This is an optimization exercise on Yosys and OpenROAD, whose aim is small area, not a production implementation.
Only simulation tests tie the RTL to the original design; equivalence was not proved.
Power figures rest on the tool's default switching activity, not on a simulated workload.

==> flow/design.v <==
module hvsync_generator(clk, reset, hsync, vsync, display_on, hpos, vpos);
  input clk;
  input reset;
  output hsync, vsync;
  output display_on;
  output reg [9:0] hpos;
  output reg [9:0] vpos;
  wire hmaxxed = (hpos == 799) || reset;
  wire vmaxxed = (vpos == 524) || reset;
  always @(posedge clk)
    if (hmaxxed)
      hpos <= 0;
    else
      hpos <= hpos + 1;
  always @(posedge clk)
    if (hmaxxed)
      if (vmaxxed)
        vpos <= 0;
      else
        vpos <= vpos + 1;
  assign hsync = (hpos >= 657) && (hpos <= 752);
  assign vsync = (hpos == 0) ? (vpos == 491 || vpos == 492)
                             : (vpos == 490 || vpos == 491);
  assign display_on = (hpos < 640) && (vpos < 480);
endmodule
module car_bitmap(yofs, xofs, bit_out);
  input [3:0] yofs;
  input [3:0] xofs;
  output bit_out;
  reg [7:0] bits;
  always @(*)
    case (yofs)
      4'd0:  bits = 8'b0;
      4'd1:  bits = 8'b1100;
      4'd2:  bits = 8'b11001100;
      4'd3:  bits = 8'b11111100;
      4'd4:  bits = 8'b11101100;
      4'd5:  bits = 8'b11100000;
      4'd6:  bits = 8'b1100000;
      4'd7:  bits = 8'b1110000;
      4'd8:  bits = 8'b110000;
      4'd9:  bits = 8'b110000;
      4'd10: bits = 8'b110000;
      4'd11: bits = 8'b1101110;
      4'd12: bits = 8'b11101110;
      4'd13: bits = 8'b11111110;
      4'd14: bits = 8'b11101110;
      default: bits = 8'b101110;
    endcase
  assign bit_out = bits[xofs[3] ? ~xofs[2:0] : xofs[2:0]];
endmodule
module racing_game_top(clk, reset, hsync, vsync, rgb, hpaddle_left, hpaddle_right, vpaddle);
  input clk;
  input reset;
  input hpaddle_left, hpaddle_right, vpaddle;
  output hsync, vsync;
  output [2:0] rgb;
  wire [9:0] hpos;
  wire [9:0] vpos;
  wire display_on;
  hvsync_generator hvsync_gen(
    .clk(clk),
    .reset(reset),
    .hsync(hsync),
    .vsync(vsync),
    .display_on(display_on),
    .hpos(hpos),
    .vpos(vpos)
  );
  wire h_rise = (hpos == 658);
  wire v_rise = (hpos == 2) && (vpos == 490);
  wire hmax   = (hpos == 799);
  reg [1:0] psel;
  reg [8:0] paddle_y;
  reg [8:0] ex1;       
  reg [8:0] enemy_y;
  reg enemy_dir;
  reg [7:0] speed;
  reg frame_collision;
  wire [4:0] track_row = {enemy_y[7:6] - 2'd1, enemy_y[5:3]};
  wire track_offside = (hpos[9:7]==3'b000) || (hpos[9:7]==3'b100);
  wire track_shoulder = (hpos[9:4]==6'b000111) || (hpos[9:4]==6'b100000);
  wire track_gfx = (vpos[7:3]!=track_row) && track_offside;
  always @(posedge clk)
    if (reset)
      paddle_y <= 0;
    else if (h_rise && !vpaddle)
      paddle_y <= vpos[8:0];
  wire pv = (vpos >= 361) && (vpos <= 376);
  wire ph = (psel == 2'b00) ? (hpos >= 314 && hpos <= 329) :
            (psel == 2'b01) ? (hpos >= 178 && hpos <= 193) :
                              (hpos >= 450 && hpos <= 465);
  wire [3:0] prow = vpos[3:0] + 4'd7;
  wire [3:0] pcol = hpos[3:0] + ((psel == 2'b00) ? 4'd6 : 4'd14);
  wire pbit;
  car_bitmap pcar(.yofs(prow), .xofs(pcol), .bit_out(pbit));
  wire player_gfx = pv && ph && pbit;
  reg [4:0] ecount;
  reg ewin;
  wire enemy_vstart = {1'b0,enemy_y} == vpos;
  wire enemy_hstart = {1'b0,ex1} == hpos;
  wire [3:0] ecol = hpos[3:0] - ex1[3:0] - 4'd1;
  wire ebit;
  car_bitmap ecar(.yofs(ecount[3:0]), .xofs(ecol), .bit_out(ebit));
  always @(posedge clk)
    if (reset)
      ecount <= 0;
    else if (ecount != 0) begin
      if (hmax)
        ecount <= ecount + 1;
    end else if (enemy_vstart)
      ecount <= 15;
  always @(posedge clk)
    ewin <= enemy_hstart || (ewin && ecol != 15);
  wire enemy_gfx = ecount[4] && ewin && ebit;
  wire enemy_hit_edge = (ex1 == 129) || (ex1 == 497);
  always @(posedge clk)
    if (reset) begin
      psel <= 2'b00;
      ex1 <= 321;
      enemy_y <= 320;
      enemy_dir <= 0;
      speed <= 31;
    end else if (v_rise) begin
      psel <= {!hpaddle_left && hpaddle_right, hpaddle_left};
      enemy_y <= enemy_y + {5'b0, speed[7:4]};
      if (enemy_hit_edge)
        enemy_dir <= !enemy_dir;
      if (enemy_dir ^ enemy_hit_edge)
        ex1 <= ex1 + 1;
      else
        ex1 <= ex1 - 1;
      if (frame_collision)
        speed <= 16;
      else if ({1'b0, speed} < ~paddle_y)
        speed <= (speed == 255) ? 8'd254 : speed + 1;
    end
  always @(posedge clk)
    if (reset)
      frame_collision <= 0;
    else if (player_gfx && (enemy_gfx || track_gfx))
      frame_collision <= 1;
    else if (v_rise)
      frame_collision <= 0;
  wire r = display_on && (player_gfx || enemy_gfx || track_shoulder);
  wire g = display_on && (player_gfx || track_gfx);
  wire b = display_on && (enemy_gfx || track_shoulder);
  assign rgb = {b,g,r};
endmodule
Settings: LEC_CHECK=0, CAP_MARGIN=20, CORE_MARGIN=2, CORE_UTILIZATION=40, SLEW_MARGIN=20; clock period 10.0 ns.
run.sh (not shown) runs the stock make flow with config.mk's settings and CLKGATE_MAP_FILE= SYNTH_SCRIPT=/design/flow/synth_recipe.tcl, a recipe that flattens the netlist after the stock synthesis.
The first run finished clean.
Rerun with:
Settings changed: CTS_BUF_LIST from default to sky130_fd_sc_hd__clkbuf_2 sky130_fd_sc_hd__clkbuf_4.
Effect:
- The new run finished with timing, DRC and antenna clean
- worst setup slack loses 130 ps
- global-route usage falls by 0.14 points
- sequential share of layout area increases by 0.81 points
- wire length barely changes
- die area stays the same
- synthesized area stays the same
- worst hold slack improves by 9.2 ps
- power came out lower by about a fifth
- design area goes down by a few percent
- clock power shrinks by well over a third
- combinational power is about the same

-- static timing again, ports no longer ideal --
The flow's constraints put no driver on any port. The routed layouts listed below were extracted and timed again, unchanged, in two steps. Step 1: set_driving_cell puts a clkbuf_16 on clk and a buf_2 on each other input, an assumption about the parent block. Step 2 adds t to the input delays and takes it off the output delays; t is the mean of the earliest and latest rising clock arrival at the registers after step 1. Input paths then give back, and output paths get back, about the clock's delay inside the block. Slacks: ideal / step 1 / step 2; pairs: ideal / step 1.
run	t (ns)	setup WS [ns]	clock arrival spread, ns
the first run	0.371	4.152 / 4.114 / 4.486	0.009 / 0.009
the second run	0.461	4.021 / 3.990 / 4.451	0.015 / 0.016
After both steps every run listed still meets setup and hold.
